Source: an optimization exercise on an open RTL-to-GDS flow (aim: small area). Production flows keep margins and buffers that such runs may drop.
Only simulation tests tie the RTL to the original design; equivalence was not proved.
The clock cells of runs 6 and 7 come from the design's own scripts or RTL, not from TritonCTS.
The flow treats the clock pin as an ideal source. Dropping or thinning the clock tree relies on that and would not hold on a real chip.

File: constraint.sdc
create_clock -name core_clock -period 100.0 [get_ports {clk}]
set_input_delay 20.0000 -clock core_clock [delete_from_list [all_inputs] [get_ports {clk}]]
set_output_delay 20.0000 -clock core_clock [all_outputs]
set_load 0.01 [all_outputs]
File: run.sh
#!/bin/bash
# synth_recipe.tcl (not shown) runs the flow's synth.tcl, then flattens the netlist and writes it again
# the make line also repeats each setting of config.mk as NAME=value (left out here)
make -C /OpenROAD-flow-scripts/flow DESIGN_CONFIG=/design/flow/config.mk WORK_HOME=/design/flow/orfs CLKGATE_MAP_FILE= SYNTH_SCRIPT=/design/flow/synth_recipe.tcl finish
File: design.v
module uart_tx_dynamic(
    input clk,
    input rst,
    input tx_start,
    input wire [31:0] baud_rate,
    input [7:0] tx_data,
    output reg Tx,
    output reg tx_busy     
);
    parameter clk_frq = 100000000;     
    localparam IDLE  = 3'b000;
    localparam START = 3'b001;
    localparam DATA  = 3'b010;
    localparam STOP  = 3'b011;
    reg [2:0] state;                
    reg [15:0] baud_count;          
    reg [3:0] bit_index;            
    reg [7:0] shift_reg;            
    reg [31:0] baud_tick_count;
    reg [31:0] prev_baud_rate;
    always @(posedge clk or posedge rst) begin
        if (rst) begin
            baud_tick_count <= clk_frq / 9600;   
            prev_baud_rate <= 9600;
        end else if (baud_rate != prev_baud_rate && state == IDLE) begin
            baud_tick_count <= clk_frq / baud_rate;
            prev_baud_rate <= baud_rate;
        end
    end
    always @(posedge clk or posedge rst) begin
        if (rst) begin
            state <= IDLE;
            baud_count <= 16'b0;
            bit_index <= 4'b0;
            shift_reg <= 8'b0;
            Tx <= 1'b1;             
            tx_busy <= 1'b0;
        end else begin
            case (state)
                IDLE: begin
                    Tx <= 1'b1;      
                    tx_busy <= 1'b0;
                    if (tx_start) begin
                        shift_reg <= tx_data;    
                        baud_count <= 16'b0;     
                        bit_index <= 4'b0;
                        tx_busy <= 1'b1;
                        state <= START;         
                    end
                end
                START: begin
                    Tx <= 1'b0;      
                    if (baud_count < baud_tick_count - 1) begin
                        baud_count <= baud_count + 1;
                    end else begin
                        baud_count <= 0;
                        state <= DATA;          
                    end
                end
                DATA: begin
                    Tx <= shift_reg[0];          
                    if (baud_count < baud_tick_count - 1) begin
                        baud_count <= baud_count + 1;
                    end else begin
                        baud_count <= 0;
                        shift_reg <= shift_reg >> 1;   
                        bit_index <= bit_index + 1;
                        if (bit_index == 7) begin
                            state <= STOP;        
                        end
                    end
                end
                STOP: begin
                    Tx <= 1'b1;                  
                    if (baud_count < baud_tick_count - 1) begin
                        baud_count <= baud_count + 1;
                    end else begin
                        baud_count <= 0;
                        state <= IDLE;           
                        tx_busy <= 1'b0;         
                    end
                end
                default: state <= IDLE;
            endcase
        end
    end
endmodule
module uart_rx_dynamic(
    input wire clk,                  
    input wire rst,                
    input wire rx,
    input wire [31:0] baud_rate,                       
    output reg [7:0] rx_data,            
    output reg rx_ready                  
);
    parameter clk_frq = 100000000;
    localparam IDLE   = 3'b000;
    localparam START  = 3'b001;
    localparam DATA   = 3'b010;
    localparam STOP   = 3'b011;
    reg [2:0] state;                     
    reg [3:0] bit_index;                 
    reg [7:0] shift_reg;                 
    reg [15:0] baud_counter;             
    reg [31:0] baud_tick_count;
    reg [31:0] prev_baud_rate;
      always @(posedge clk or posedge rst) begin
            if (rst) begin
                baud_tick_count <= clk_frq / 9600;   
                prev_baud_rate <= 9600;
            end else if (baud_rate != prev_baud_rate && state == IDLE) begin
                baud_tick_count <= clk_frq / baud_rate;
                prev_baud_rate <= baud_rate;
            end
      end
    always @(posedge clk or posedge rst) begin
        if (rst) begin
            state <= IDLE;
            rx_data <= 8'b0;
            bit_index <= 4'b0;
            rx_ready <= 1'b0;
            shift_reg <= 8'b0;
            baud_counter <= 16'd0;
        end else begin
            case (state)
                IDLE: begin
                    rx_ready <= 1'b0;         
                    baud_counter <= 16'd0;    
                    if (rx == 1'b0) begin     
                        state <= START;
                    end
                end
                START: begin
                    if (baud_counter == baud_tick_count / 2) begin  
                        if (rx == 1'b0) begin  
                            state <= DATA;
                            bit_index <= 4'b0;   
                            baud_counter <= 16'd0;
                        end else begin
                            state <= IDLE;       
                        end
                    end else begin
                        baud_counter <= baud_counter + 1;
                    end
                end
                DATA: begin
                    if (baud_counter == baud_tick_count - 1) begin
                        baud_counter <= 16'd0;
                        shift_reg <= {rx, shift_reg[7:1]};   
                        if (bit_index == 7) begin
                            state <= STOP;       
                        end else begin
                            bit_index <= bit_index + 1;
                        end
                    end else begin
                        baud_counter <= baud_counter + 1;
                    end
                end
                STOP: begin
                    if (baud_counter == baud_tick_count - 1) begin
                        baud_counter <= 16'd0;
                        if (rx == 1'b1) begin   
                            rx_data <= shift_reg;  
                            rx_ready <= 1'b1;      
                        end
                        state <= IDLE;           
                    end else begin
                        baud_counter <= baud_counter + 1;
                    end
                end
                default: state <= IDLE;
            endcase
        end
    end
endmodule
module uart_top_dynamic(
    input wire clk,
    input wire rst,
    input wire rx,
    input wire [31:0] baud_rate,
    output wire [7:0] rx_data,
    output wire rx_ready,
    output wire tx,
    output reg [7:0] led_output
);
    wire tx_busy;
    reg tx_start_int;
    uart_tx_dynamic tx_inst (
        .clk(clk),
        .rst(rst),
        .tx_start(tx_start_int),
        .baud_rate(baud_rate),
        .tx_data(rx_data),
        .Tx(tx),
        .tx_busy(tx_busy)
    );
    uart_rx_dynamic rx_inst (
        .clk(clk),
        .rst(rst),
        .rx(rx),
        .baud_rate(baud_rate),
        .rx_data(rx_data),
        .rx_ready(rx_ready)
    );
    always @(posedge clk or posedge rst) begin
        if (rst) begin
            led_output <= 8'b0;
            tx_start_int <= 1'b0;
        end else begin
            if (rx_ready) begin
                led_output <= rx_data;   
                if (!tx_busy) begin
                    tx_start_int <= 1'b1;   
                end
            end else begin
                tx_start_int <= 1'b0;   
            end
        end
    end
endmodule
File: config.mk
export PLATFORM = sky130hd
export DESIGN_NAME = uart_top_dynamic
export DESIGN_NICKNAME = uart_top_dynamic
export VERILOG_FILES = /design/flow/design.v
export SDC_FILE = /design/flow/constraint.sdc
export NUM_CORES = 4
export LEC_CHECK = 0
export CAP_MARGIN = 20
export CORE_MARGIN = 2
export CORE_UTILIZATION = 40
export SLEW_MARGIN = 20
==> qor.csv, run 1 <==
metric;value;unit
relSlewSlack;26.8;%
final_cells;7380;
grtUsageTotal;31.7;%
die-area;110000;um^2
place_hpwl;144;mm
netlist_instances;5971;
start_util;40.2;%
ys_async_sr_fraction;100;%
dr.pass1.iters;6;
cpMaxStageDelayCell;or4_1;
postSynthAreaPerCell;7.18;um^2
clock_skew;0.0192;ns
post-cts-setup-buffers;0;
overflow;0;
layout_min_cycle_time;95.86;ns
wl_per_cell;24.8;um
synth_top_cell_area_share;15.2;%
clockBufferDepth;3;
antenna_found_initial;3;
yosysSeqAreaShare;12.2;%
cts-resized-gates;0;
tightest_slew;1.09;ns
cts_tree;yes;
min_path_type;reg -> reg;
drt_iter0_drc;5421;
grt_max_degree;140;
setup_violations;0;
io_buffers;52;
max_freq;10.4;MHz
synth_cell_type_count;113;
routabilityCongestion;1.04;
drc;0;
viasPerCell;6.45;
die_w;331;um
ys_ff_latch;208;
synthToLayoutAreaGrowth;8.29;%
rows;120;
synth_xor_area_share;9.99;%
drt-total-wl;183;mm
grt_pass1_vias;43500;
crit_path_max_incr_delay;0.84;ns
nets;6513;
ys_top_cells_by_area;ha_1 (15%), dfrtp_1 (11%), o21ai_0 (6.0%), nand2_1 (5.9%), xnor2_1 (5.4%);
top_layer_used;met5;
status;timing/DRC/antenna clean;
cts_hold_buf;0;
synth_largest_area_cell;ha_1;
path_max_fanout;32;
synthSimpleGateAreaFrac;23.3;%
h-tree-depth;1;
ant_nets;0;
synth_top_family_by_area;compound AO/OA/AOI/OAI gates;
grt_pass1_wl;273;mm
cts_made_buffers;25;
synth.area.mux_share;3.70;%
crit_top_cell;ha_1;
synth-edff-count;0;
slew_viol_final;0;
chipHeight;331;um
cap_violations;0;
synthFlopType;dfrtp_1;
layout_common_cells;nand2_1 (666), nor2_1 (581), ha_1 (522);
crit_type;in -> reg;
drive_gt1_share;7.88;%
cts_sinks;208;
ys_warn_count;3;
cp-end-kind;flop;
final_common_cell;nand2_1;
route.met3.wl;17.5;mm
hold_slack;0.476;ns
start_kind;input pin;
clk_latency;0.54;ns
finalHoldViolCount;0;
syn_nets;6528;
rsz0062_at_grt;no;
synth_compound_area_share;31.6;%
critPathArrivalTime;96.23;ns
io_pins;53;
root_buffer;clkbuf_16;
final.period_utilization;95.9;%
coreArea;107000;um^2
clkTransAtPathRegs;0.06;ns
synth_adder_area_share;15.2;%
routed-wl-met2;76.7;mm
place_inst;7330;
num_vias;47600;
met1Wirelength;79.8;mm
crit_required;100.38;ns
syn_area;42900;um^2
[final cells by class]
type                       count  area, um^2
timing repair buffer         180        1520
clock buffer                  36         727
multi-input combinational   5323       36300
tap                         1403        1760
fill                       11100       60200
clock inverter                10        91.3
antenna                        2        5.00
inverter                     218         826
sequential                   208        5230
[synthesized netlist by cell type, drive strengths merged (51+ instances only)]
cell type	number
a21oi	444
nor3	136
ha	522
o211ai	76
o21bai	51
nand4	57
xnor2	263
xor2	226
buf	64
o31ai	54
o21a	122
a31oi	98
dfrtp	189
inv	218
nand2b	91
a211oi	55
clkbuf	158
nand2	669
a21o	159
nor4	68
nand3	171
nor2	587
mux2	91
nor2b	58
o21ai	530
and3	75
mux2i	56
[per-layer routing]
metal  vias to the layer above  track usage (%)
li1                      22200                -
met1                     22600             44.4
met2                      2381             48.7
met3                       436             4.79
met4                         2             12.6
met5                         -                0
[stage by stage]
| stage | worst slack [ns] | util [%] | cell area, um^2 | setup TNS [ns] |
|---|---|---|---|---|
| 2_1_floorplan | 9.39 | - | 42900 | 0 |
| 3_3_place_gp | 1.04 | 42.5 | 45300 | 0 |
| 3_5_place_dp | -0.0376 | 42.5 | 45300 | -0.0658 |
| 4_1_cts | 0.265 | 43.3 | 46100 | 0 |
| 5_1_grt | 0.00661 | 43.5 | 46400 | 0 |
| 6_report | 4.14 | 43.5 | 46400 | 0 |
[final timing paths]
kind / depth (start not counted) / endpoint / startpoint / slack [ns]
setup / recovery: 276 / tx_inst.baud_tick_count[0] / baud_rate[25] / 4.14
hold / removal: 2 / tx_inst.Tx / tx_inst.Tx / 0.48
setup reg to reg: 12 / rx_inst.state[1] / rx_inst.baud_tick_count[22] / 95.15
hold reg to reg: 2 / tx_inst.Tx / tx_inst.Tx / 0.48
max in group asynchronous: 4 / rx_inst.baud_counter[9] / rst / 78.33
min in group asynchronous: 2 / rx_inst.baud_tick_count[24] / rst / 19.91
[critical path, delay by kind of cell]
family | cells | cell delay, ns
AO/OA/AOI/OAI | 146 | 42.18
AND/OR/NAND/NOR | 80 | 19.00
adder cells (fa/ha/maj) | 30 | 10.06
buffers and inverters | 19 | 4.64
multiplexers | 1 | 0.17
[logic make-up (layout without fill, tap and decap cells)]
| group | Yosys count | after routing |
|---|---|---|
| AOI/OAI and AO/OA | 2045 | 2045 |
| xor gates and xnor gates | 489 | 489 |
| adders and majority gates | 522 | 522 |
| buffers and inverters | 440 | 444 |
| DFF | 208 | 208 |
| muxes | 147 | 147 |
| other | 1 | 3 |
| and+or+nand+nor | 2119 | 2119 |
==> inputs of run 2 (changes only) <==
==> design.v (replaced) <==
module uart_tx_dynamic(
    input wire clk,
    input wire rst,
    input wire tx_start,
    input wire [31:0] baud_rate,
    input wire [7:0] tx_data,
    output reg Tx,
    output wire tx_idle
);
    parameter clk_frq = 100000000;
    reg [3:0] st;
    reg [7:0] data;
    reg [26:0] b;
    reg [26:0] acc;
    wire idle = (st[3:1] == 3'b000);
    wire [27:0] sum = acc + b;
    wire fire = sum > clk_frq;
    wire [26:0] b_next = idle ? baud_rate[26:0] : b;
    assign tx_idle = (st == 4'd0);
    always @(posedge clk) begin
        b <= b_next;
        acc <= (idle || fire) ? b_next : sum[26:0];
        if (st == 4'd1)
            data <= tx_data;
    end
    always @(posedge clk or posedge rst) begin
        if (rst) begin
            st <= 4'd0;
            Tx <= 1'b1;
        end else begin
            Tx <= st[3] ? data[st[2:0]] : (st != 4'd2);
            if (idle) begin
                st <= st[0] ? 4'd2 : {3'b000, tx_start};
            end else if (fire) begin
                case (st)
                    4'd2: st <= 4'd8;
                    4'd3: st <= 4'd0;
                    4'd15: st <= 4'd3;
                    default: st <= st + 4'd1;
                endcase
            end
        end
    end
endmodule
module uart_rx_dynamic(
    input wire clk,
    input wire rst,
    input wire rx,
    input wire [31:0] baud_rate,
    output wire [7:0] rx_data,
    output wire rx_ready,
    output reg [7:0] led_output
);
    parameter clk_frq = 100000000;
    reg [3:0] st;
    reg [7:0] shift_reg;
    reg [26:0] b;
    reg [26:0] acc;
    wire idle = (st[3:1] == 3'b000);
    wire [27:0] sum = acc + b;
    wire fire = sum > clk_frq;
    assign rx_ready = (st == 4'd1);
    assign rx_data = rx_ready ? shift_reg : led_output;
    always @(posedge clk) begin
        if (idle) begin
            b <= baud_rate[26:0];
            acc <= clk_frq / 2;
        end else if (fire) begin
            acc <= b;
        end else begin
            acc <= sum[26:0];
        end
        if (st[3] && fire)
            shift_reg <= {rx, shift_reg[7:1]};
    end
    always @(posedge clk or posedge rst) begin
        if (rst) begin
            st <= 4'd0;
            led_output <= 8'd0;
        end else begin
            if (rx_ready)
                led_output <= shift_reg;
            if (idle) begin
                st <= rx ? 4'd0 : 4'd2;
            end else if (fire) begin
                case (st)
                    4'd2: st <= rx ? 4'd0 : 4'd8;
                    4'd3: st <= rx ? 4'd1 : 4'd0;
                    4'd15: st <= 4'd3;
                    default: st <= st + 4'd1;
                endcase
            end
        end
    end
endmodule
module uart_top_dynamic(
    input wire clk,
    input wire rst,
    input wire rx,
    input wire [31:0] baud_rate,
    output wire [7:0] rx_data,
    output wire rx_ready,
    output wire tx,
    output wire [7:0] led_output
);
    wire tx_idle;
    uart_tx_dynamic tx_inst (
        .clk(clk),
        .rst(rst),
        .tx_start(rx_ready && tx_idle),
        .baud_rate(baud_rate),
        .tx_data(led_output),
        .Tx(tx),
        .tx_idle(tx_idle)
    );
    uart_rx_dynamic rx_inst (
        .clk(clk),
        .rst(rst),
        .rx(rx),
        .baud_rate(baud_rate),
        .rx_data(rx_data),
        .rx_ready(rx_ready),
        .led_output(led_output)
    );
endmodule
==> qor.csv, run 2 <==
metric;value;unit
grtUsageTotal;18.9;%
critPathArrivalTime;2.48;ns
clkTransAtPathRegs;0.07;ns
r2r_cells;13;
path_max_fanout;10;
final_common_cell;a21oi_1;
cp-end-kind;primary output;
cts_made_buffers;17;
clockBufferDepth;2;
wl_per_cell;17.2;um
nets;1075;
cts_hold_buf;0;
die_w;152;um
h-tree-depth;4;
io_pins;53;
cts_sinks;141;
drt_iter0_drc;499;
drive_gt1_share;10.2;%
cpMaxStageDelayCell;and2_1;
clk_latency;0.43;ns
synthToLayoutAreaGrowth;14.9;%
cap_violations;0;
dr.pass1.iters;7;
post-cts-setup-buffers;0;
syn_nets;1042;
postLayoutSetupSlackWorst;77.52;ns
yosysSeqAreaShare;38.0;%
fillCellCount;2094;
setup_violations;0;
coreArea;21700;um^2
start_kind;flop;
synth-edff-count;43;
ys_async_sr_fraction;12.1;%
timing.setup.tns;0;ns
tightest_slew;0.835;ns
cts-resized-gates;0;
synthFlopType;dfxtp_1;
rsz0062_at_grt;no;
ant_nets;0;
antenna_found_initial;0;
hold_slack;0.447;ns
synth_top_cell_area_share;18.5;%
postSynthAreaPerCell;9.31;um^2
root_buffer;clkbuf_16;
synth_cell_type_count;79;
relSlewSlack;44.3;%
final.period_utilization;22.5;%
cp_cell_sequence;nor2_1 > and2_1 > mux2_2 > clkdlybuf4s50_1;
netlist_instances;944;
crit_required;80.00;ns
place_hpwl;16.6;mm
chipHeight;152;um
synth_common_cells;a21oi_1 (85), dfxtp_1 (81), nand2_1 (71);
finalHoldViolCount;0;
io_buffers;47;
crit_path_max_incr_delay;0.50;ns
routabilityCongestion;0.909;
layout_common_cells;a21oi_1 (85), dfxtp_1 (81), nand2_1 (71);
cts_tree;yes;
n_antenna_cell;0;
drc;0;
num_vias;7382;
grt_pass1_wl;35.9;mm
grt_pass1_vias;6981;
ys_warn_count;2;
hp-start;rx_inst.shift_reg[1];
grt_max_degree;39;
rows;54;
die-area;23200;um^2
viasPerCell;5.81;
max_freq;44.5;MHz
hold-path-endpoint;rx_inst.shift_reg[0];
regToRegStartpoint;tx_inst.b[0];
status;timing/DRC/antenna clean;
yosysMostFrequentCell;a21oi_1;
final_core_util;46.6;%
synth_largest_area_cell;dfxtp_1;
min_path_type;reg -> reg;
drt-total-wl;21.9;mm
clock_skew;0.00759;ns
pre_cts_slack;78.00;ns
crit_type;reg -> out;
slew_viol_final;0;
whs_path_depth;0;
overflow;0;
rrSetupSlack;94.97;ns
ys_ff_latch;141;
start_util;40.5;%
syn_area;8790;um^2
worstReg2RegEnd;tx_inst.acc[0];
layout_min_cycle_time;22.48;ns
ys_top_cells_by_area;dfxtp_1 (18%), edfxtp_1 (15%), ha_1 (8.7%), a21oi_1 (4.8%), dfrtp_1 (4.6%);
## run 2: changes by cell type after synthesis, moves of 113 or more
cell / previous run / this run
a21oi_1: 443 / 85
o21ai_0: 511 / 52
xor2_1: 226 / 17
nor2_1: 583 / 57
xnor2_1: 263 / 14
o21a_1: 122 / 9
clkbuf_1: 158 / 38
a21o_1: 159 / 25
nand3_1: 170 / 43
nand2_1: 668 / 71
ha_1: 522 / 61
dfrtp_1: 189 / 16
inv_1: 217 / 37
## run 2: how the worst max path moves through the flow
stage	from	endpoint	slack (ns)	cells past startpoint
after global routing	rx_inst.st[3]	rx_data[2]	77.43	4
final	rx_inst.st[3]	rx_data[2]	77.52	4
after CTS	rx_inst.st[3]	rx_data[2]	77.53	4
after global placement	rx_inst.st[3]	rx_data[2]	78.00	4
after floorplan	rx_inst.st[1]	rx_data[0]	78.50	5
after detailed placement	rx_inst.st[3]	rx_data[2]	78.00	4
## run 2: critical path: cells and delay by family, from the launching register on
kind                   cells  cell delay, ns
buffers and inverters      1            0.49
and+or+nand+nor            2            0.74
muxes                      1            0.41
DFF                        1            0.42
## run 2: logic make-up (layout without fill, tap and decap cells)
group	Yosys count	count (layout)	share of synthesized area [%]
muxes	71	71	9.24
DFF	141	141	38.0
and+or+nand+nor	280	280	15.9
AOI/OAI and AO/OA	279	279	21.0
xor gates and xnor gates	31	31	3.09
adders and majority gates	63	63	9.14
buffers and inverters	79	125	3.64
## run 2: metrics by stage
step / cells / area [um^2]
2_1_floorplan: 944 / 8790
3_3_place_gp: 1238 / 9510
3_5_place_dp: 1238 / 9510
4_1_cts: 1270 / 10100
5_1_grt: 1270 / 10100
6_report: 1270 / 10100
## run 2: layout make-up
| type | instances | area (um^2) | share of cell area (%) |
|---|---|---|---|
| repair buffers | 55 | 531 | 5.25 |
| flip-flops and latches | 141 | 3340 | 33.1 |
| clock buffers | 18 | 450 | 4.46 |
| well taps | 280 | 350 | 3.47 |
| clock inverters | 14 | 139 | 1.37 |
| multi-input cells | 724 | 5150 | 51.0 |
| inverters | 38 | 143 | 1.41 |
## run 2: metal layers
| layer | up-vias | wire, um | GRT usage (%) |
|---|---|---|---|
| li1 | 3634 | - | - |
| met1 | 3542 | 10400 | 25.6 |
| met2 | 173 | 10300 | 31.3 |
| met3 | 33 | 829 | 2.96 |
| met4 | 0 | 348 | 5.56 |
| met5 | - | 0 | 0 |
==> inputs of run 3 (changes only) <==
--- a/design.v
+++ b/design.v
@@ -8,5 +8,4 @@
     output wire tx_idle
 );
-    parameter clk_frq = 100000000;
     reg [3:0] st;
     reg [7:0] data;
@@ -14,11 +13,12 @@
     reg [26:0] acc;
     wire idle = (st[3:1] == 3'b000);
-    wire [27:0] sum = acc + b;
-    wire fire = sum > clk_frq;
+    wire [26:0] sum;
+    wire fire;
     wire [26:0] b_next = idle ? baud_rate[26:0] : b;
+    uart_step step (.acc(acc), .b(b), .sum(sum), .fire(fire));
     assign tx_idle = (st == 4'd0);
     always @(posedge clk) begin
         b <= b_next;
-        acc <= (idle || fire) ? b_next : sum[26:0];
+        acc <= (idle || fire) ? b_next : sum;
         if (st == 4'd1)
             data <= tx_data;
@@ -58,6 +58,7 @@
     reg [26:0] acc;
     wire idle = (st[3:1] == 3'b000);
-    wire [27:0] sum = acc + b;
-    wire fire = sum > clk_frq;
+    wire [26:0] sum;
+    wire fire;
+    uart_step step (.acc(acc), .b(b), .sum(sum), .fire(fire));
     assign rx_ready = (st == 4'd1);
     assign rx_data = rx_ready ? shift_reg : led_output;
@@ -69,5 +70,5 @@
             acc <= b;
         end else begin
-            acc <= sum[26:0];
+            acc <= sum;
         end
         if (st[3] && fire)
@@ -93,4 +94,33 @@
         end
     end
+endmodule
+module uart_step(
+    input wire [26:0] acc,
+    input wire [26:0] b,
+    output wire [26:0] sum,
+    output wire fire
+);
+    localparam [27:0] LIMIT = 28'd100000000;
+    wire [27:0] c;
+    wire [27:0] s;
+    wire [28:0] gt;
+    assign c[0] = 1'b0;
+    assign gt[0] = 1'b0;
+    genvar i;
+    generate
+        for (i = 0; i < 27; i = i + 1) begin : bit_
+            assign s[i] = acc[i] ^ b[i] ^ c[i];
+            assign c[i+1] = (acc[i] & b[i]) | (c[i] & (acc[i] ^ b[i]));
+        end
+        assign s[27] = c[27];
+        for (i = 0; i < 28; i = i + 1) begin : cmp_
+            if (LIMIT[i])
+                assign gt[i+1] = s[i] & gt[i];
+            else
+                assign gt[i+1] = s[i] | gt[i];
+        end
+    endgenerate
+    assign sum = s[26:0];
+    assign fire = gt[28];
 endmodule
 module uart_top_dynamic(
==> qor.csv, run 3 <==
metric;value;unit
routabilityCongestion;0.802;
synth_common_cells;dfxtp_1 (81), inv_1 (80), fa_1 (52);
relSlewSlack;41.8;%
h-tree-depth;4;
cts_made_buffers;17;
root_buffer;clkbuf_16;
grt_max_degree;44;
synthFlopType;dfxtp_1;
cts_hold_buf;0;
start_kind;flop;
postLayoutSetupSlackWorst;77.63;ns
synth_top_cell_area_share;24.3;%
status;timing/DRC/antenna clean;
synth.area.mux_share;8.06;%
viasPerCell;5.01;
cp-end-kind;primary output;
place_hpwl;9.83;mm
drive_gt1_share;13.9;%
fillCellCount;1484;
yosysSeqAreaShare;50.1;%
grt_pass1_vias;4554;
place_inst;806;
clockBufferDepth;2;
synth-edff-count;43;
synth_adder_area_share;17.3;%
dr.pass1.iters;4;
rsz0062_at_grt;no;
critPathArrivalTime;2.37;ns
min_path_type;reg -> reg;
setup_violations;0;
clock_skew;0.00900;ns
die_w;133;um
nets;701;
yosysMostFrequentCell;dfxtp_1;
clk_latency;0.41;ns
tightest_slew;0.873;ns
synthToLayoutAreaGrowth;19.6;%
ant_nets;0;
clkTransAtPathRegs;0.06;ns
seqCellArea;3340;um^2
synth_xor_area_share;0;%
slew_viol_final;0;
crit_required;80.00;ns
antenna_found_initial;0;
post-cts-setup-buffers;0;
final_cells;838;
start_util;40.5;%
netlist_instances;558;
drt_iter0_drc;249;
synth_compound_area_share;12.3;%
syn_nets;654;
path_max_fanout;10;
final_common_cell;dfxtp_1;
synth_cell_type_count;58;
wl_per_cell;16.1;um
chipHeight;133;um
cts_tree;yes;
n_antenna_cell;0;
ys_ff_latch;141;
pre_cts_slack;78.07;ns
syn_area;6670;um^2
ys_warn_count;2;
layout_common_cells;dfxtp_1 (81), inv_1 (80), fa_1 (52);
multi_input_comb_area;2930;um^2
coreArea;16500;um^2
cap_violations;0;
max_freq;44.7;MHz
grt_pass1_wl;22.4;mm
num_vias;4197;
synth_largest_area_cell;dfxtp_1;
finalHoldViolCount;0;
die-area;17700;um^2
layout_min_cycle_time;22.37;ns
rows;47;
grtUsageTotal;16.1;%
overflow;0;
synth_top_family_by_area;adder cells;
crit_type;reg -> out;
postSynthAreaPerCell;12.0;um^2
ys_async_sr_fraction;12.1;%
cts_sinks;141;
drc;0;
cts-resized-gates;0;
timing.setup.tns;0;ns
final.period_utilization;22.4;%
ys_top_cells_by_area;dfxtp_1 (24%), edfxtp_1 (19%), fa_1 (16%), dfrtp_1 (6.0%), mux2_2 (5.2%);
drt-total-wl;13.5;mm
io_pins;53;
synthSimpleGateAreaFrac;6.08;%
io_buffers;47;
run 3: kinds of logic (layout without fill, tap and decap cells):
kind of cell	Yosys count	in the layout
muxes	46	46
DFF	141	141
AOI/OAI and AO/OA	129	129
and+or+nand+nor	75	75
adders and majority gates	61	61
buffers and inverters	106	166
run 3: final timing paths:
kind | startpoint | endpoint | slack [ns] | cells after the start
max | rx_inst.st[1] | rx_data[5] | 77.63 | 6
min | rx_inst.shift_reg[3] | rx_inst.shift_reg[2] | 0.45 | 0
max reg2reg | rx_inst.b[0] | rx_inst.shift_reg[4] | 88.01 | 40
min reg2reg | rx_inst.shift_reg[3] | rx_inst.shift_reg[2] | 0.45 | 0
max in group asynchronous | rst | rx_inst.led_output[5] | 79.48 | 2
min in group asynchronous | rst | rx_inst.st[2] | 20.03 | 2
run 3: layout make-up:
| type | count | area share (%) |
|---|---|---|
| inverter | 80 | 3.76 |
| clock buffer | 21 | 5.91 |
| multi-input combinational | 311 | 36.7 |
| sequential | 141 | 41.9 |
| clock inverter | 11 | 1.76 |
| timing repair buffer | 54 | 6.56 |
| tap | 220 | 3.45 |
run 3: critical path: stages, from the launching register on:
cell             delay [ns]
dfrtp_1                0.47
inv_1                  0.11
ha_1                   0.14
nor3b_1                0.18
buf_4                  0.22
mux2_2                 0.36
clkdlybuf4s50_1        0.48
run 3: layer usage:
layer  vias to the layer above  global-route usage [%]  wire length (um)
met5                         -                       0                 0
met2                        54                    28.3              6980
met3                        22                    3.61               375
met1                      2097                    19.7              5860
met4                         0                    5.73               248
li1                       2024                       -                 -
run 3: through the flow:
step	util (%)	hold slack (ns)	cell area, um^2
2_1_floorplan	-	0.420	6670
3_3_place_gp	44.7	0.429	7360
3_5_place_dp	44.7	0.441	7360
4_1_cts	48.4	0.456	7970
5_1_grt	48.4	0.466	7980
6_report	48.4	0.452	7980
==> inputs of run 4 (changes only) <==
--- a/design.v
+++ b/design.v
@@ -21,5 +21,5 @@
         b <= b_next;
         acc <= (idle || fire) ? b_next : sum;
-        if (st == 4'd1)
+        if (idle)
             data <= tx_data;
     end
@@ -80,6 +80,5 @@
             led_output <= 8'd0;
         end else begin
-            if (rx_ready)
-                led_output <= shift_reg;
+            led_output <= rx_data;
             if (idle) begin
                 st <= rx ? 4'd0 : 4'd2;
==> flow/run.sh (new file) <==
#!/bin/bash
# Own layout flow: the standard flow (standard.sh), with three changes:
# - synthesis maps logic with an area-oriented ABC script (abc_area.script)
#   instead of ORFS's delay-oriented one; the synthesis script itself
#   (synth_recipe.tcl) is unchanged, so the registers are the standard ones;
# - port buffers are buf_1 cells;
# - CTS uses clkbuf_8 and no dummy loads.
# Each step's full output goes to a log file in this folder.
set -euo pipefail
here=$(pwd)

# A copy of ORFS's scripts folder (as links) whose delay-oriented ABC script
# is replaced by the area-oriented one; used for synthesis only.
mkdir -p "$here/abc_scripts"
for f in "$FLOW_HOME"/scripts/*; do
  ln -sf "$f" "$here/abc_scripts/"
done
rm -f "$here/abc_scripts/abc_speed.script"
cp "$here/flow/abc_area.script" "$here/abc_scripts/abc_speed.script"

bash standard.sh SCRIPTS_DIR="$here/abc_scripts" synth > "$here/synth.log" 2>&1

export BUFFER_PORTS_ARGS="-buffer_cell sky130_fd_sc_hd__buf_1"
export CTS_ARGS="-sink_clustering_enable -repair_clock_nets -dont_use_dummy_load -buf_list sky130_fd_sc_hd__clkbuf_8"
bash standard.sh finish > "$here/layout.log" 2>&1
==> flow/abc_area.script (new file) <==
strash
dch
amap
topo
==> standard.sh (new file) <==
#!/bin/bash
# synth_recipe.tcl (not shown) runs the flow's synth.tcl, then flattens the netlist and writes it again
# the make line also repeats each setting of config.mk as NAME=value (left out here)
make -C /OpenROAD-flow-scripts/flow DESIGN_CONFIG=/design/flow/config.mk WORK_HOME=/design/flow/orfs CLKGATE_MAP_FILE= SYNTH_SCRIPT=/design/flow/synth_recipe.tcl "${@:-finish}"
removed: run.sh
==> qor.csv, run 4 <==
metric;value;unit
status;timing/DRC/antenna clean;
clockBufferDepth;2;
critPathArrivalTime;2.38;ns
ys_top_cells_by_area;dfxtp_1 (27%), edfxtp_1 (21%), fa_1 (17%), clkinv_1 (7.4%), dfrtp_1 (6.6%);
drc;0;
crit_required;80.00;ns
rows;45;
clkTransAtPathRegs;0.06;ns
synth_common_cells;clkinv_1 (121), dfxtp_1 (81), fa_1 (52), o22ai_1 (52), edfxtp_1 (43);
drive_gt1_share;4.92;%
relSlewSlack;37.6;%
post-cts-setup-buffers;0;
synth_largest_area_cell;dfxtp_1;
final_common_cell;clkinv_1;
antenna_found_initial;0;
placed_area;6560;um^2
synth_cell_type_count;35;
min_path_type;reg -> reg;
cp-end-kind;primary output;
r2r_cells;45;
die-area;16200;um^2
die_w;127;um
root_buffer;clkbuf_8;
chipHeight;127;um
synthFlopType;dfxtp_1;
start_kind;flop;
hp-start;rx_inst.shift_reg[6];
cp_cell_sequence;clkinv_1 > ha_1 > nand3_1 > clkinv_1 > a22o_1 > buf_1;
timing.setup.tns;0;ns
routabilityCongestion;0.832;
syn_area;6100;um^2
clock_skew;0.0301;ns
layout_min_cycle_time;22.38;ns
grt_max_degree;39;
ys_ff_latch;141;
crit_top_cell;clkinv_1;
regToRegStartpoint;tx_inst.acc[0];
grt_pass1_vias;4175;
cpMaxStageDelayCell;dfrtp_1;
io_buffers;47;
rsz0062_at_grt;no;
num_vias;3972;
synth_top_cell_area_share;26.6;%
overflow;0;
finalHoldViolCount;0;
viasPerCell;5.25;
grtUsageTotal;16.0;%
seqCellArea;3340;um^2
io_pins;53;
h-tree-depth;4;
hold-path-endpoint;rx_inst.shift_reg[5];
wl_per_cell;15.5;um
yosysSeqAreaShare;54.8;%
grt_pass1_wl;20.3;mm
worstReg2RegEnd;tx_inst.st[2];
max_freq;44.7;MHz
cts_sinks;141;
cts-resized-gates;0;
path_max_fanout;10;
nets;666;
ys_async_sr_fraction;12.1;%
postSynthAreaPerCell;12.2;um^2
tightest_slew;0.930;ns
coreArea;15000;um^2
layout_common_cells;clkinv_1 (121), dfxtp_1 (81), o22ai_1 (52), fa_1 (52), buf_1 (47);
start_util;40.6;%
stdcell_area;6820;um^2
cap_violations;0;
slew_viol_final;0;
cts_made_buffers;17;
multi_input_comb_area;2320;um^2
ant_nets;0;
rrSetupSlack;87.94;ns
synth-edff-count;43;
crit_type;reg -> out;
syn_nets;594;
final_core_util;45.4;%
crit_path_max_incr_delay;0.43;ns
ys_warn_count;2;
final.period_utilization;22.4;%
whs_path_depth;0;
drt-total-wl;11.8;mm
synthToLayoutAreaGrowth;11.9;%
setup_violations;0;
n_antenna_cell;0;
place_hpwl;8.30;mm
cts_hold_buf;0;
cts_tree;yes;
dr.pass1.iters;4;
netlist_instances;499;
yosysMostFrequentCell;clkinv_1;
drt_iter0_drc;264;
fillCellCount;1351;
clk_latency;0.43;ns
[run 4: cell count changes after synthesis, sizes merged, moves of 33 or more]
cell / delta
a21oi: -34
clkinv: +121
inv: -80
mux2: -42
o21ai: -33
o22ai: +51
[run 4: how the worst max path moves through the flow]
stage	start	end	slack [ns]	cells past startpoint
3_3_place_gp	rx_inst.st[1]	rx_data[4]	78.04	6
4_1_cts	rx_inst.st[1]	rx_data[7]	77.54	6
2_1_floorplan	rx_inst.st[1]	rx_data[0]	78.52	5
3_5_place_dp	rx_inst.st[1]	rx_data[7]	78.01	6
6_report	rx_inst.st[1]	rx_data[7]	77.62	6
5_1_grt	rx_inst.st[1]	rx_data[5]	77.38	6
[run 4: area by class of cell]
| type | instances | area share (%) |
|---|---|---|
| inverter | 121 | 6.66 |
| multi-input combinational | 237 | 34.0 |
| tap | 188 | 3.45 |
| timing repair buffer | 53 | 3.54 |
| clock buffer | 17 | 3.43 |
| sequential | 141 | 48.9 |
[run 4: cell families (layout without fill, tap and decap cells)]
family / after synthesis / count (layout) / synth area share, %
AO/OA/AOI/OAI: 121 / 121 / 14.7
adder cells (fa/ha/maj): 60 / 60 / 18.7
flip-flops: 141 / 141 / 54.8
buffers and inverters: 121 / 191 / 7.45
AND/OR/NAND/NOR: 56 / 56 / 4.39
[run 4: worst max-delay path, delay by kind of cell (launching register included)]
kind	cells	cell delay, ns
buffers and inverters	3	0.69
flip-flops	1	0.43
AO/OA/AOI/OAI	1	0.36
AND/OR/NAND/NOR	1	0.29
adder cells (fa/ha/maj)	1	0.20
[run 4: layer usage]
layer / up-vias / global-route usage, % / share of wire, %
li1: 1877 / - / -
met1: 2002 / 21.1 / 46
met2: 83 / 25.8 / 50
met3: 10 / 4.56 / 4.0
met4: 0 / 4.91 / 0.81
met5: - / 0 / 0
[run 4: through the flow]
step / hold slack (ns) / setup slack (ns) / cells
final: 0.457 / 77.62 / 757
after global routing: 0.472 / 77.38 / 757
after CTS: 0.456 / 77.54 / 756
after detailed placement: 0.439 / 78.01 / 739
after global placement: 0.432 / 78.04 / 739
after floorplan: 0.427 / 78.52 / 499
==> inputs of run 5 (changes only) <==
--- a/design.v
+++ b/design.v
@@ -101,16 +101,10 @@
 );
     localparam [27:0] LIMIT = 28'd100000000;
-    wire [27:0] c;
     wire [27:0] s;
     wire [28:0] gt;
-    assign c[0] = 1'b0;
     assign gt[0] = 1'b0;
+    uart_add add (.a(acc), .b(b), .s(s));
     genvar i;
     generate
-        for (i = 0; i < 27; i = i + 1) begin : bit_
-            assign s[i] = acc[i] ^ b[i] ^ c[i];
-            assign c[i+1] = (acc[i] & b[i]) | (c[i] & (acc[i] ^ b[i]));
-        end
-        assign s[27] = c[27];
         for (i = 0; i < 28; i = i + 1) begin : cmp_
             if (LIMIT[i])
@@ -122,4 +116,20 @@
     assign sum = s[26:0];
     assign fire = gt[28];
+endmodule
+module uart_add(
+    input wire [26:0] a,
+    input wire [26:0] b,
+    output wire [27:0] s
+);
+    wire [27:0] c;
+    assign c[0] = 1'b0;
+    genvar i;
+    generate
+        for (i = 0; i < 27; i = i + 1) begin : bit_
+            assign s[i] = a[i] ^ b[i] ^ c[i];
+            assign c[i+1] = (a[i] & b[i]) | (a[i] & c[i]) | (b[i] & c[i]);
+        end
+    endgenerate
+    assign s[27] = c[27];
 endmodule
 module uart_top_dynamic(
--- a/flow/run.sh
+++ b/flow/run.sh
@@ -5,5 +5,5 @@
 #   (synth_recipe.tcl) is unchanged, so the registers are the standard ones;
 # - port buffers are buf_1 cells;
-# - CTS uses clkbuf_8 and no dummy loads.
+# - CTS picks from clkbuf_4 and clkbuf_8 and adds no dummy loads.
 # Each step's full output goes to a log file in this folder.
 set -euo pipefail
@@ -22,4 +22,4 @@
 
 export BUFFER_PORTS_ARGS="-buffer_cell sky130_fd_sc_hd__buf_1"
-export CTS_ARGS="-sink_clustering_enable -repair_clock_nets -dont_use_dummy_load -buf_list sky130_fd_sc_hd__clkbuf_8"
+export CTS_ARGS="-sink_clustering_enable -repair_clock_nets -dont_use_dummy_load -buf_list {sky130_fd_sc_hd__clkbuf_4 sky130_fd_sc_hd__clkbuf_8}"
 bash standard.sh finish > "$here/layout.log" 2>&1
==> flow/abc_area.script (replaced) <==
strash
dch -f
amap
topo
--- a/config.mk
+++ b/config.mk
@@ -8,4 +8,6 @@
 export CAP_MARGIN = 20
 export CORE_MARGIN = 2
-export CORE_UTILIZATION = 40
+export CORE_UTILIZATION = 65
 export SLEW_MARGIN = 20
+export SYNTH_HIERARCHICAL = 1
+export SYNTH_MINIMUM_KEEP_SIZE = 0
==> qor.csv, run 5 <==
metric;value;unit
drive_gt1_share;5.71;%
cts_made_buffers;17;
synthFlopType;dfxtp_1;
antenna_found_initial;0;
relSlewSlack;34.8;%
fillCellCount;596;
final_core_util;74.3;%
final_common_cell;dfxtp_1;
grtUsageTotal;25.1;%
yosysMostFrequentCell;dfxtp_1;
root_buffer;clkbuf_8;
ant_nets;0;
synth_cell_type_count;32;
ys_ff_latch;141;
start_util;67.3;%
coreArea;8720;um^2
synth-edff-count;43;
post-cts-setup-buffers;0;
layout_common_cells;dfxtp_1 (81), o22a_1 (79), fa_1 (52);
ys_warn_count;8;
drc;0;
grt_pass1_wl;18.9;mm
cap_violations;0;
overflow;0;
slew_viol_final;0;
io_pins;53;
synth_top_cell_area_share;27.6;%
multi_input_comb_area;2420;um^2
syn_area;5870;um^2
grt_pass1_vias;3875;
yosysSeqAreaShare;56.9;%
tightest_slew;0.971;ns
place_inst;563;
cp-end-kind;primary output;
place_hpwl;7.63;mm
seqCellArea;3340;um^2
ys_async_sr_fraction;12.1;%
cts_hold_buf;0;
routabilityCongestion;0.883;
chipHeight;99.0;um
netlist_instances;403;
clkTransAtPathRegs;0.06;ns
grt_max_degree;41;
wl_per_cell;18.8;um
clk_latency;0.42;ns
n_antenna_cell;0;
drt_iter0_drc;178;
cts_sinks;141;
postSynthAreaPerCell;14.6;um^2
crit_required;80.00;ns
drt-total-wl;10.9;mm
synth_common_cells;dfxtp_1 (81), o22a_1 (79), fa_1 (52);
crit_type;reg -> out;
die-area;9800;um^2
finalHoldViolCount;0;
syn_nets;498;
setup_violations;0;
timing.setup.tns;0;ns
synth_largest_area_cell;dfxtp_1;
rows;34;
start_kind;flop;
final.period_utilization;22.2;%
rsz0062_at_grt;no;
layout_min_cycle_time;22.24;ns
io_buffers;47;
clock_skew;0.0268;ns
cts-resized-gates;0;
max_freq;45.0;MHz
h-tree-depth;4;
clockBufferDepth;2;
die_w;99.0;um
cts_tree;yes;
status;timing/DRC/antenna clean;
critPathArrivalTime;2.24;ns
nets;570;
min_path_type;reg -> reg;
path_max_fanout;10;
num_vias;3594;
dr.pass1.iters;4;
ys_top_cells_by_area;dfxtp_1 (28%), edfxtp_1 (22%), fa_1 (18%), o22a_1 (12%), dfrtp_1 (6.8%);
synthToLayoutAreaGrowth;10.4;%
final_cells;581;
viasPerCell;6.19;
run 5: path summary, 6_finish.rpt:
| kind | from | endpoint | slack (ns) | depth (start not counted) |
|---|---|---|---|---|
| max reg2reg | rx_inst.b[0] | rx_inst.shift_reg[6] | 87.51 | 33 |
| min in group asynchronous | rst | tx_inst.st[3] | 19.48 | 2 |
| min | rx_inst.shift_reg[3] | rx_inst.shift_reg[2] | 0.45 | 0 |
| max | rx_inst.st[1] | rx_data[6] | 77.76 | 6 |
| min reg2reg | rx_inst.shift_reg[3] | rx_inst.shift_reg[2] | 0.45 | 0 |
| max in group asynchronous | rst | rx_inst.led_output[2] | 80.18 | 2 |
run 5: final cells by class:
cell class | instances | share of cell area [%]
Multi-Input combinational cell | 231 | 37.4
Clock buffer | 17 | 3.61
Inverter | 31 | 1.80
Timing Repair Buffer | 53 | 3.53
Tap cell | 108 | 2.09
Sequential cell | 141 | 51.6
run 5: stage by stage:
step / hold slack (ns) / setup WS [ns] / area, um^2
5_1_grt: 0.458 / 77.57 / 6480
3_5_place_dp: 0.436 / 78.17 / 6230
3_3_place_gp: 0.434 / 78.23 / 6230
4_1_cts: 0.451 / 77.72 / 6460
2_1_floorplan: 0.427 / 78.55 / 5870
6_report: 0.453 / 77.76 / 6480
run 5: modules after synthesis (local to each module, per instance):
| module | cells inside | copies in the design |
|---|---|---|
| uart_top_dynamic | 1 | 1 |
| uart_add | 32 | 2 |
| uart_tx_dynamic | 167 | 1 |
| uart_rx_dynamic | 147 | 1 |
| uart_step | 12 | 2 |
run 5: routing by layer:
layer | share of wire (%) | wire, um | global-route usage (%)
met3 | 4.5 | 488 | 7.38
met4 | 1.7 | 184 | 9.91
met1 | 42 | 4610 | 33.2
met5 | 0 | 0 | 0
met2 | 52 | 5660 | 39.7
run 5: worst max-delay path: stages (launching register included):
cell      delay, ns
dfrtp_1        0.41
clkinv_1       0.14
ha_1           0.19
nand3_1        0.27
clkinv_1       0.36
o22a_1         0.32
buf_1          0.14
run 5: kinds of logic (layout without fill, tap and decap cells):
| logic type | count (synthesis) | after routing | share of synthesized area [%] |
|---|---|---|---|
| AO/OA/AOI/OAI | 123 | 123 | 17.9 |
| adder cells (fa/ha/maj) | 60 | 60 | 19.4 |
| buffers and inverters | 31 | 101 | 1.98 |
| AND/OR/NAND/NOR | 48 | 48 | 3.80 |
| flip-flops | 141 | 141 | 56.9 |
==> inputs of run 6 (changes only) <==
==> flow/run.sh (replaced) <==
#!/bin/bash
# Own layout flow: the standard flow (standard.sh), with these changes:
# - synthesis maps logic with an area-oriented ABC script (abc_area.script)
#   instead of ORFS's delay-oriented one; the synthesis script itself
#   (synth_recipe.tcl) is unchanged, so the registers are the standard ones;
# - port buffers are buf_1 cells;
# - the CTS step builds a two-level inverter clock tree (clock_tree.tcl)
#   in place of TritonCTS, then goes on as ORFS's cts.tcl does (placement
#   legalisation, timing repair).
# Each step's full output goes to a log file in this folder.
set -euo pipefail
here=$(pwd)

# ORFS's scripts folder as links, with the ABC script replaced (synthesis)
# and cts.tcl calling clock_tree.tcl instead of clock_tree_synthesis.
scripts="$here/flow_scripts"
mkdir -p "$scripts"
for f in "$FLOW_HOME"/scripts/*; do
  ln -sf "$f" "$scripts/"
done
rm -f "$scripts/abc_speed.script" "$scripts/cts.tcl"
cp "$here/flow/abc_area.script" "$scripts/abc_speed.script"
sed 's|^log_cmd clock_tree_synthesis {\*}$cts_args$|source $::env(CLOCK_TREE_TCL)|' \
  "$FLOW_HOME/scripts/cts.tcl" > "$scripts/cts.tcl"
grep -q 'CLOCK_TREE_TCL' "$scripts/cts.tcl"

export BUFFER_PORTS_ARGS="-buffer_cell sky130_fd_sc_hd__buf_1"
export CLOCK_TREE_TCL="$here/flow/clock_tree.tcl"
export CLOCK_PORT=clk
export CLOCK_LEVELS=4
export CLOCK_ROOT_CELL=sky130_fd_sc_hd__inv_8
export CLOCK_LEAF_CELL=sky130_fd_sc_hd__inv_4

bash standard.sh SCRIPTS_DIR="$scripts" synth > "$here/synth.log" 2>&1
bash standard.sh SCRIPTS_DIR="$scripts" finish > "$here/layout.log" 2>&1
==> flow/clock_tree.tcl (new file) <==
# Clock tree for a small design: the flip-flops are split into 2^CLOCK_LEVELS
# groups of nearly equal size by recursive median cuts (alternating x and y),
# each group gets one CLOCK_LEAF_CELL at its centre, and one CLOCK_ROOT_CELL
# at the centre of the leaves drives them from the clock port. With
# inverting cells at both levels the flip-flops see the clock's polarity.
set block [ord::get_db_block]
set db [ord::get_db]
set clk_net [$block findNet $::env(CLOCK_PORT)]

set sinks {}
foreach it [$clk_net getITerms] {
  set box [[$it getInst] getBBox]
  lappend sinks [list $it [expr {([$box xMin] + [$box xMax]) / 2.0}] [expr {([$box yMin] + [$box yMax]) / 2.0}]]
}

proc split_groups {sinks levels axis} {
  if {$levels == 0} { return [list $sinks] }
  set sorted [lsort -real -index [expr {$axis + 1}] $sinks]
  set half [expr {[llength $sorted] / 2}]
  set next [expr {1 - $axis}]
  return [concat [split_groups [lrange $sorted 0 [expr {$half - 1}]] [expr {$levels - 1}] $next] \
                 [split_groups [lrange $sorted $half end] [expr {$levels - 1}] $next]]
}

# Cut first across the longer side of the sinks' box.
set xs [lsort -real [lmap s $sinks {lindex $s 1}]]
set ys [lsort -real [lmap s $sinks {lindex $s 2}]]
set axis [expr {([lindex $xs end] - [lindex $xs 0]) >= ([lindex $ys end] - [lindex $ys 0]) ? 0 : 1}]
set groups [split_groups $sinks $::env(CLOCK_LEVELS) $axis]
puts "clock_tree: [llength $sinks] sinks in [llength $groups] groups"

set root [odb::dbInst_create $block [$db findMaster $::env(CLOCK_ROOT_CELL)] "clkroot"]
set root_net [odb::dbNet_create $block "clk_root"]
$root_net setSigType CLOCK

[$root findITerm A] connect $clk_net
[$root findITerm Y] connect $root_net

set leaf_master [$db findMaster $::env(CLOCK_LEAF_CELL)]
set rx 0.0; set ry 0.0
set k 0
foreach g $groups {
  set cx 0.0; set cy 0.0
  foreach s $g { set cx [expr {$cx + [lindex $s 1]}]; set cy [expr {$cy + [lindex $s 2]}] }
  set cx [expr {$cx / [llength $g]}]; set cy [expr {$cy / [llength $g]}]
  set rx [expr {$rx + $cx}]; set ry [expr {$ry + $cy}]
  set buf [odb::dbInst_create $block $leaf_master "clkleaf_$k"]
  set net [odb::dbNet_create $block "clk_leaf_$k"]
  $net setSigType CLOCK
  [$buf findITerm A] connect $root_net
  [$buf findITerm Y] connect $net
  $buf setLocation [expr {int($cx)}] [expr {int($cy)}]
  $buf setPlacementStatus PLACED
  foreach s $g {
    set it [lindex $s 0]
    $it disconnect
    $it connect $net
  }
  puts "clock_tree: leaf $k at ([expr {int($cx)}], [expr {int($cy)}]) drives [llength $g] sinks"
  incr k
}
$root setLocation [expr {int($rx / [llength $groups])}] [expr {int($ry / [llength $groups])}]
$root setPlacementStatus PLACED
set_propagated_clock [all_clocks]
==> qor.csv, run 6 <==
metric;value;unit
start_util;67.3;%
wl_per_cell;18.8;um
ys_top_cells_by_area;dfxtp_1 (28%), edfxtp_1 (22%), fa_1 (18%), o22a_1 (12%), dfrtp_1 (6.8%);
overflow;0;
synth_largest_area_cell;dfxtp_1;
io_buffers;47;
syn_nets;498;
viasPerCell;6.22;
min_path_type;reg -> reg;
cp-end-kind;primary output;
grt_pass1_vias;3860;
relSlewSlack;33.3;%
hold_slack;0.458;ns
nets;570;
final_common_cell;dfxtp_1;
rsz0062_at_grt;no;
synth_common_cells;dfxtp_1 (81), o22a_1 (79), fa_1 (52);
status;timing/DRC/antenna clean;
yosysMostFrequentCell;dfxtp_1;
io_pins;53;
critPathTopFamily;buffers and inverters;
chipHeight;99.0;um
ys_async_sr_fraction;12.1;%
path_depth;6;
antenna_found_initial;0;
die_w;99.0;um
cts-resized-gates;0;
yosysSeqAreaShare;56.9;%
die-area;9800;um^2
cp_cell_sequence;clkinv_1 > ha_1 > nand3_1 > clkinv_1 > o22a_1 > buf_1;
cts_hold_buf;0;
netlist_instances;403;
synth_cell_type_count;32;
layout_min_cycle_time;22.08;ns
grt_max_degree;41;
place_hpwl;7.63;mm
crit_required;80.00;ns
synth_top_cell_area_share;27.6;%
layout_common_cells;dfxtp_1 (81), o22a_1 (79), fa_1 (52);
crit_type;reg -> out;
r2r_cells;33;
coreArea;8720;um^2
critPathArrivalTime;2.08;ns
postLayoutSetupSlackWorst;77.92;ns
timing.setup.tns;0;ns
grtUsageTotal;23.6;%
cap_violations;0;
drt_iter0_drc;185;
whs_path_depth;0;
rows;34;
num_vias;3615;
path_max_fanout;10;
final.period_utilization;22.1;%
grt_pass1_wl;18.9;mm
critPathBufInv;3;
synthToLayoutAreaGrowth;8.32;%
drc;0;
slew_viol_final;0;
cpMaxStageDelayCell;dfrtp_1;
ys_ff_latch;141;
n_antenna_cell;0;
rrSetupSlack;87.51;ns
postSynthAreaPerCell;14.6;um^2
ant_nets;0;
drive_gt1_share;5.71;%
ys_warn_count;8;
synthFlopType;dfxtp_1;
setup_violations;0;
dr.pass1.iters;4;
clock_skew;0.0152;ns
drt-total-wl;10.9;mm
pre_cts_slack;78.17;ns
synth-edff-count;43;
start_kind;flop;
post-cts-setup-buffers;0;
crit_path_max_incr_delay;0.42;ns
tightest_slew;0.994;ns
finalHoldViolCount;0;
clkTransAtPathRegs;0.08;ns
routabilityCongestion;0.883;
crit_top_cell;clkinv_1;
clk_latency;0.22;ns
syn_area;5870;um^2
max_freq;45.3;MHz
## run 6: cell count changes in the layout (fill, tap and decap cells not counted), sizes merged
cell | before | now
inv | 0 | 17
clkbuf | 17 | 0
## run 6: worst paths after layout
| path | from | to |
|---|---|---|
| max | rx_inst.st[1] | rx_data[6] |
| max reg2reg | rx_inst.b[0] | rx_inst.shift_reg[0] |
| min | rx_inst.shift_reg[3] | rx_inst.shift_reg[2] |
| max in group asynchronous | rst | rx_inst.led_output[5] |
| min reg2reg | rx_inst.shift_reg[3] | rx_inst.shift_reg[2] |
| min in group asynchronous | rst | tx_inst.st[3] |
## run 6: final cells by class
class                           count  area [um^2]
Fill cell                         618         2370
Inverter                           48          228
Multi-Input combinational cell    231         2420
Sequential cell                   141         3340
Tap cell                          108          135
Timing Repair Buffer               53          229
## run 6: cells by family (layout without fill, tap and decap cells)
logic type | after synthesis | count (layout) | synth area share, %
DFF | 141 | 141 | 56.9
and+or+nand+nor | 48 | 48 | 3.80
AOI/OAI and AO/OA | 123 | 123 | 17.9
adders and majority gates | 60 | 60 | 19.4
buffers and inverters | 31 | 101 | 1.98
## run 6: per-layer routing
metal	global-route usage [%]	share of wire, %
met1	33.1	41
met2	39.3	51
met3	3.83	5.6
met4	6.11	1.8
met5	0	0
## run 6: metrics by stage
| step | utilization (%) | instances | instance area [um^2] |
|---|---|---|---|
| floorplan | - | 403 | 5870 |
| global placement | 71.4 | 563 | 6230 |
| detailed placement | 71.4 | 563 | 6230 |
| CTS | 72.7 | 580 | 6340 |
| global route | 72.9 | 581 | 6350 |
| finish | 72.9 | 581 | 6350 |
## run 6: Yosys stat by module, one instance, submodules excluded
module,cell area (um^2),flops+latches,cells
uart_add,552,0,32
uart_step,75.1,0,12
uart_top_dynamic,6.26,0,1
uart_tx_dynamic,2180,67,167
uart_rx_dynamic,2420,74,147
==> inputs of run 7 (changes only) <==
--- a/design.v
+++ b/design.v
@@ -12,15 +12,16 @@
     reg [26:0] b;
     reg [26:0] acc;
-    wire idle = (st[3:1] == 3'b000);
+    wire idle = ~st[3] & ~st[2];
     wire [26:0] sum;
     wire fire;
     wire [26:0] b_next = idle ? baud_rate[26:0] : b;
     uart_step step (.acc(acc), .b(b), .sum(sum), .fire(fire));
-    assign tx_idle = (st == 4'd0);
+    assign tx_idle = idle & ~st[0];
     always @(posedge clk) begin
         b <= b_next;
         acc <= (idle || fire) ? b_next : sum;
         if (idle)
-            data <= tx_data;
+            data <= {tx_data[3], tx_data[4], tx_data[5], tx_data[7],
+                     tx_data[2], tx_data[6], tx_data[1], tx_data[0]};
     end
     always @(posedge clk or posedge rst) begin
@@ -29,14 +30,15 @@
             Tx <= 1'b1;
         end else begin
-            Tx <= st[3] ? data[st[2:0]] : (st != 4'd2);
+            Tx <= st[3] ? data[st[2:0]] : ~(st[2] & ~st[0]);
             if (idle) begin
-                st <= st[0] ? 4'd2 : {3'b000, tx_start};
+                st <= st[0] ? 4'b0100 : {3'b000, tx_start};
             end else if (fire) begin
-                case (st)
-                    4'd2: st <= 4'd8;
-                    4'd3: st <= 4'd0;
-                    4'd15: st <= 4'd3;
-                    default: st <= st + 4'd1;
-                endcase
+                if (st[3])
+                    st <= (st[2:0] == 3'b100) ? 4'b0101
+                          : {1'b1, st[1:0], st[2] ^ (~st[1] | st[0])};
+                else if (st[0])
+                    st <= 4'b0000;
+                else
+                    st <= 4'b1000;
             end
         end
@@ -57,19 +59,19 @@
     reg [26:0] b;
     reg [26:0] acc;
-    wire idle = (st[3:1] == 3'b000);
+    wire idle = ~st[3] & ~st[2];
     wire [26:0] sum;
     wire fire;
     uart_step step (.acc(acc), .b(b), .sum(sum), .fire(fire));
-    assign rx_ready = (st == 4'd1);
+    assign rx_ready = idle & st[0];
     assign rx_data = rx_ready ? shift_reg : led_output;
+    wire [26:0] b_next = idle ? baud_rate[26:0] : b;
     always @(posedge clk) begin
-        if (idle) begin
-            b <= baud_rate[26:0];
+        b <= b_next;
+        if (idle)
             acc <= clk_frq / 2;
-        end else if (fire) begin
-            acc <= b;
-        end else begin
+        else if (fire)
+            acc <= b_next;
+        else
             acc <= sum;
-        end
         if (st[3] && fire)
             shift_reg <= {rx, shift_reg[7:1]};
@@ -82,12 +84,13 @@
             led_output <= rx_data;
             if (idle) begin
-                st <= rx ? 4'd0 : 4'd2;
+                st <= rx ? 4'b0000 : 4'b0100;
             end else if (fire) begin
-                case (st)
-                    4'd2: st <= rx ? 4'd0 : 4'd8;
-                    4'd3: st <= rx ? 4'd1 : 4'd0;
-                    4'd15: st <= 4'd3;
-                    default: st <= st + 4'd1;
-                endcase
+                if (st[3])
+                    st <= (st[2:0] == 3'b100) ? 4'b0101
+                          : {1'b1, st[1:0], st[2] ^ (~st[1] | st[0])};
+                else if (st[0])
+                    st <= rx ? 4'b0001 : 4'b0000;
+                else
+                    st <= rx ? 4'b0000 : 4'b1000;
             end
         end
--- a/config.mk
+++ b/config.mk
@@ -8,5 +8,5 @@
 export CAP_MARGIN = 20
 export CORE_MARGIN = 2
-export CORE_UTILIZATION = 65
+export CORE_UTILIZATION = 80
 export SLEW_MARGIN = 20
 export SYNTH_HIERARCHICAL = 1
==> qor.csv, run 7 <==
metric;value;unit
status;timing/DRC/antenna clean;
io_buffers;47;
antenna_found_initial;0;
cts-resized-gates;0;
grt_pass1_vias;4296;
wl_per_cell;21.2;um
overflow;0;
postSynthAreaPerCell;13.0;um^2
relSlewSlack;29.1;%
rows;30;
chipHeight;88.1;um
synth-edff-count;16;
synth_common_cells;dfxtp_1 (108), o22a_1 (86), fa_1 (52);
num_vias;4002;
ys_async_sr_fraction;12.1;%
final_common_cell;dfxtp_1;
grt_pass1_wl;20.6;mm
crit_required;80.00;ns
dr.pass1.iters;5;
tightest_slew;1.06;ns
critPathArrivalTime;2.66;ns
die_w;88.1;um
ys_warn_count;8;
start_kind;flop;
syn_area;5660;um^2
setup_violations;0;
n_antenna_cell;0;
cap_violations;0;
drt_iter0_drc;287;
netlist_instances;434;
start_util;82.9;%
synth_cell_type_count;28;
crit_top_cell;clkinv_1;
layout_min_cycle_time;22.66;ns
coreArea;6830;um^2
clock_skew;0.0142;ns
min_path_type;reg -> reg;
rsz0062_at_grt;no;
cpMaxStageDelayCell;nor2_1;
grtUsageTotal;34.2;%
yosysMostFrequentCell;dfxtp_1;
io_pins;53;
layout_common_cells;dfxtp_1 (108), o22a_1 (86), fa_1 (52);
cp-end-kind;primary output;
synth_largest_area_cell;dfxtp_1;
yosysSeqAreaShare;54.2;%
syn_nets;523;
routabilityCongestion;0.886;
grt_max_degree;32;
post-cts-setup-buffers;0;
clk_latency;0.22;ns
path_max_fanout;30;
drt-total-wl;12.7;mm
timing.setup.tns;0;ns
ys_ff_latch;141;
slew_viol_final;0;
ant_nets;0;
stdcell_area;6120;um^2
crit_path_max_incr_delay;0.59;ns
cts_hold_buf;0;
cp_cell_sequence;nor2_2 > clkinv_1 > buf_4 > nor2_1 > clkinv_1 > o22a_1 > buf_1;
pre_cts_slack;77.68;ns
nets;594;
finalHoldViolCount;0;
synthFlopType;dfxtp_1;
viasPerCell;6.68;
drc;0;
synthToLayoutAreaGrowth;8.00;%
die-area;7770;um^2
clkTransAtPathRegs;0.09;ns
ys_top_cells_by_area;dfxtp_1 (38%), fa_1 (18%), o22a_1 (13%), edfxtp_1 (8.5%), dfrtp_1 (7.1%);
crit_type;reg -> out;
max_freq;44.1;MHz
postLayoutSetupSlackWorst;77.34;ns
placed_area;6000;um^2
final.period_utilization;22.7;%
drive_gt1_share;5.17;%
synth_top_cell_area_share;38.2;%
place_hpwl;8.66;mm
run 7: area by class of cell:
class / count / area [um^2]
flip-flops and latches: 141 / 3070
inverters: 60 / 273
repair buffers: 52 / 214
well taps: 96 / 120
multi-input cells: 250 / 2440
fillers: 311 / 716
run 7: through the flow:
step	cells	hold slack (ns)	utilization (%)
detailed placement	582	0.442	87.9
CTS	599	0.462	89.5
global route	599	0.475	89.5
global placement	582	0.428	87.9
floorplan	434	0.427	-
finish	599	0.465	89.5
run 7: final timing paths:
path	start	end	slack, ns	cells past startpoint
min in group asynchronous	rst	tx_inst.st[0]	19.65	2
max in group asynchronous	rst	rx_inst.led_output[3]	80.03	2
hold / removal	rx_inst.shift_reg[6]	rx_inst.shift_reg[5]	0.46	0
setup / recovery	rx_inst.st[2]	rx_data[6]	77.34	7
hold reg to reg	rx_inst.shift_reg[6]	rx_inst.shift_reg[5]	0.46	0
setup reg to reg	rx_inst.b[0]	rx_inst.st[2]	87.33	35
run 7: modules after synthesis, one instance, submodules excluded:
module	area, um^2	flops+latches
uart_rx_dynamic	2310	74
uart_tx_dynamic	2090	67
uart_add	552	0
uart_step	75.1	0
uart_top_dynamic	6.26	0
run 7: routing by layer:
metal | share of wire [%] | wire [um] | vias up | track usage [%]
met4 | 3.7 | 472 | 0 | 12.1
met5 | 0 | 0 | - | 0
met1 | 37 | 4650 | 1968 | 43.0
li1 | - | - | 1747 | -
met3 | 6.6 | 836 | 61 | 3.96
met2 | 53 | 6750 | 226 | 61.7
run 7: cells by family after synthesis:
logic type / Yosys count / share of synthesized area, %
AOI/OAI and AO/OA: 148 / 20.4
DFF: 141 / 54.2
adders and majority gates: 54 / 18.8
and+or+nand+nor: 48 / 3.69
buffers and inverters: 43 / 2.85
run 7: worst max-delay path: cells and delay by family (launching register included):
kind / cells / cell delay (ns)
buffers and inverters: 4 / 0.94
AO/OA/AOI/OAI: 1 / 0.30
AND/OR/NAND/NOR: 2 / 0.74
flip-flops: 1 / 0.45

[re-timing with driven ports]
How much do the figures lean on ideal ports? The routed layouts below were timed once more, with nothing changed but the port constraints. Step 1, drivers: a clkbuf_16 drives clk and a buf_2 each remaining input, both assumed. Step 2, shift: input delay + t, output delay - t, t = (earliest + latest rising clock arrival at the registers) / 2. This alone moves slack from input paths to output paths. Three values: ideal, step 1, step 2; two values: the first two.
run | t, ns | setup slack, ns | worst slew at a driven data input, ns
run 1 | 0.592 | 4.143 / 4.183 / 3.591 | 0.09
run 2 | 0.465 | 77.515 / 77.473 / 77.938 | 0.04
run 3 | 0.441 | 77.632 / 77.593 / 78.034 | 0.06
run 4 | 0.454 | 77.617 / 77.581 / 78.035 | 0.04
run 5 | 0.438 | 77.765 / 77.732 / 78.170 | 0.04
run 6 | 0.264 | 77.921 / 77.872 / 78.136 | 0.04
run 7 | 0.263 | 77.344 / 77.295 / 77.558 | 0.04
After both steps setup and hold are still met in every run listed. The setup slack of run 1, which loses most, moves by +0.040 ns with the drivers and by -0.552 ns with both steps.
